Source: an optimization exercise on an open RTL-to-GDS flow (aim: small area, a short achievable clock period and few clock cycles per item). Production flows keep margins and buffers that such runs may drop.
In this exercise RTL edits were held to simulation tests only and were not proved equivalent to the original.
Power is estimated from default activity; no workload was simulated.

lane 1:
## median_filter
module median_filter #(
  parameter WIDTH = 8,
  parameter P_WIN = 5
) (
  input  logic [WIDTH*P_WIN*P_WIN-1:0]  filter_win_in,
  input  logic                          filter_in_vld,
  output logic                          filter_in_rdy,
  output logic [WIDTH-1:0]              filter_data_out,
  output logic                          filter_out_vld,
  input  logic                          filter_out_rdy,
  input  logic [5:0]                    r_mf_threshold,
  input  logic clk,
  input  logic rst_n
);
Settings: LEC_CHECK=0, CAP_MARGIN=20, CORE_MARGIN=2, CORE_UTILIZATION=60, CTS_BUF_LIST=sky130_fd_sc_hd__clkbuf_4 sky130_fd_sc_hd__clkbuf_8, CTS_CLUSTER_SIZE=20, SETUP_SLACK_MARGIN=3.0, SLEW_MARGIN=20; clock period 8.5 ns.
standard.sh (not shown) runs the stock make flow with config.mk's settings and CLKGATE_MAP_FILE= SYNTH_SCRIPT=/design/flow/synth_recipe.tcl, a recipe that flattens the netlist after the stock synthesis.
==> flow/flow/run.sh <==
#!/bin/bash
# The standard layout (the standard.sh: standard synthesis, ORFS place, CTS and route),
# with one change: the port buffers that global placement inserts on every input and output
# are sky130_fd_sc_hd__buf_1 instead of the cell buffer_ports picks by default. The resizer
# may still upsize them later. make's full output goes to flow.log here.
set -euo pipefail
export BUFFER_PORTS_ARGS="-buffer_cell sky130_fd_sc_hd__buf_1"
bash standard.sh BUFFER_PORTS_ARGS="$BUFFER_PORTS_ARGS" finish > flow.log 2>&1
Testbench counts of lane 1, summed over its fixed seeds: cycles 3,232, items 3,200.
Here is what was changed in the inputs of lane 2 compared with lane 1.
Settings: swapping 60 for 50 in CORE_UTILIZATION; clearing CTS_CLUSTER_SIZE, which used to be 20; putting ABC_AREA at 1 where nothing was set; clearing CTS_BUF_LIST, which used to be sky130_fd_sc_hd__clkbuf_4 sky130_fd_sc_hd__clkbuf_8.
==> flow/flow/run.sh <==
#!/bin/bash
# The standard layout (the standard.sh: standard synthesis, ORFS place, CTS and route),
# with two changes: the port buffers that global placement inserts on every input and output
# are sky130_fd_sc_hd__buf_1 instead of the cell buffer_ports picks by default (the resizer
# may still upsize them), and clock tree synthesis uses larger sink clusters and no dummy
# loads. make's full output goes to flow.log here.
set -euo pipefail
bash standard.sh \
  BUFFER_PORTS_ARGS="-buffer_cell sky130_fd_sc_hd__buf_1" \
  CTS_ARGS="-sink_clustering_enable -repair_clock_nets -sink_clustering_size 24 -sink_clustering_max_diameter 100 -dont_use_dummy_load" \
  finish > flow.log 2>&1
==> notes.md <==
Compared to lane 1, lane 2 has critical path depth 2 higher. Lane 2 has summed instance area of the synthesized netlist above what lane 1 had. Summary: with lane 1 as the reference, overall power after layout in lane 2 moved down by a little under 10%.
> inputs changed (lane 2 -> lane 3)
Settings: CORE_UTILIZATION: 50 -> 75; ABC_AREA: 1 -> unset.
==> flow/flow/run.sh <==
#!/bin/bash
# The standard layout (the standard.sh: standard synthesis, ORFS place, CTS and route),
# with one change: the port buffers that global placement inserts on every input and output
# are sky130_fd_sc_hd__buf_1 instead of the cell buffer_ports picks by default. The resizer
# may still upsize them later. make's full output goes to flow.log here.
set -euo pipefail
export BUFFER_PORTS_ARGS="-buffer_cell sky130_fd_sc_hd__buf_1"
bash standard.sh BUFFER_PORTS_ARGS="$BUFFER_PORTS_ARGS" finish > flow.log 2>&1
## What came out
Lane 2 → lane 3: largest stage delay on the critical path shrank by 50 ps; ratio of cells with drive above 1 in the final layout shows an increase of 7.6 points; critical path depth shrank by 1; post-route minimum period rose by 40 ps; total half-perimeter wirelength after legalization and detailed placement lost about 0.35%.
Of the two values seen for leading cell type in the layout, fill and taps excluded, sky130_fd_sc_hd__dfxtp_1 was produced by lane 3 and sky130_fd_sc_hd__inv_1 by lane 2.
Taking lane 2 over lane 3, the power density over the cells ratio works out to 0.927.
Setup slack: lane 3 less than lane 2
Re clock network fraction of total power: lane 3 is 7.5 points up on lane 2.
Relative to lane 3, the following input files were edited for lane 4:
Settings: changing SETUP_SLACK_MARGIN from 3.0 to 3.5; changing CORE_UTILIZATION from 75 to 60.
### Flow results
Diff lane 3 -> lane 4: clock power went down by about 2%, logic depth of the worst setup path including buffers was more or less identical, design area went up by 6.1%.
Lower setup fix buffers added after clock tree synthesis goes to lane 3 over lane 4.
From lane 3 to lane 4 the numbers moved as follows: sequential share of cell area lower, maximum vdd ir drop lower.
Summary of lane 4 over lane 3: clock network fraction of total power fell by 1.7 points; count of non-filler cells in the finished layout rose by about 5%.
Re total global-route track usage: lane 3 was higher than lane 4.
Combinational power share up 3.8 points in lane 4 wrt lane 3
Diff lane 3 -> lane 4 | wire length | down by a few percent
diff inputs: lane 4 => lane 5
Settings: SETUP_SLACK_MARGIN: 3.5 -> 3.0; ABC_AREA: unset -> 1.
==> flow/flow/run.sh <==
#!/bin/bash
# The standard layout (the standard.sh: standard synthesis, ORFS place, CTS and route),
# with two changes: the port buffers that global placement inserts on every input and output
# are sky130_fd_sc_hd__buf_1 instead of the cell buffer_ports picks by default (the resizer
# may still upsize them), and clock tree synthesis uses larger sink clusters and no dummy
# loads. make's full output goes to flow.log here.
set -euo pipefail
bash standard.sh \
  BUFFER_PORTS_ARGS="-buffer_cell sky130_fd_sc_hd__buf_1" \
  CTS_ARGS="-sink_clustering_enable -repair_clock_nets -sink_clustering_size 24 -sink_clustering_max_diameter 100 -dont_use_dummy_load" \
  finish > flow.log 2>&1
--- outcome ---
Lane 4 finished every step from synthesis to the final layout, and the layout passed the timing, design-rule and antenna checks. Lane 5: full flow OK, the timing, design-rule and antenna checks passed. Lane 5 falls short of lane 4 in clock skew. [compare] base=lane 4 new=lane 5: overall power after layout decreased by 2100 uW relative to the old numbers; met1 routed wirelength after detailed routing went up 1.2%; synthesized cell count now larger; multi-input combinational gate total went up by 253. Lane 5: worst setup slack lower than lane 4. Lane 5 vs. lane 4: synthesized-area fraction occupied by adder cells went down; total of cells resized after clock tree synthesis went down.

[afterwards: timing with drivers on the ports]
No port has a modelled driver above. Below, the same layouts with a new extraction and two added sets of constraints. Step 1: set_driving_cell puts a clkbuf_16 on clk and a buf_2 on each other input, an assumption about the parent block. Step 2 also shifts input and output timing later by t, the mid clock arrival at the registers, as if the neighbouring blocks saw the same clock. a / b / c = no drivers / after step 1 / after step 2; a / b = the first two.
run	t (ns)	setup slack, ns	hold WS [ns]	worst setup path at the end	cell pins on the clock port's net
lane 1	0.677	3.095 / 3.103 / 2.432	0.316 / 0.316 / 0.316	input to register	1
lane 2	0.591	3.082 / 3.117 / 2.526	0.298 / 0.298 / 0.298	input to register	1
lane 3	0.611	3.042 / 3.044 / 2.433	0.315 / 0.315 / 0.315	input to register	1
lane 4	0.629	3.338 / 3.335 / 2.706	0.321 / 0.321 / 0.321	input to register	1
lane 5	0.588	3.119 / 3.149 / 2.561	0.303 / 0.303 / 0.303	input to register	1
After both steps every run listed still meets setup and hold. For lane 1, which loses most, drivers alone change the setup slack by +0.008 ns; drivers and shift together by -0.663 ns.
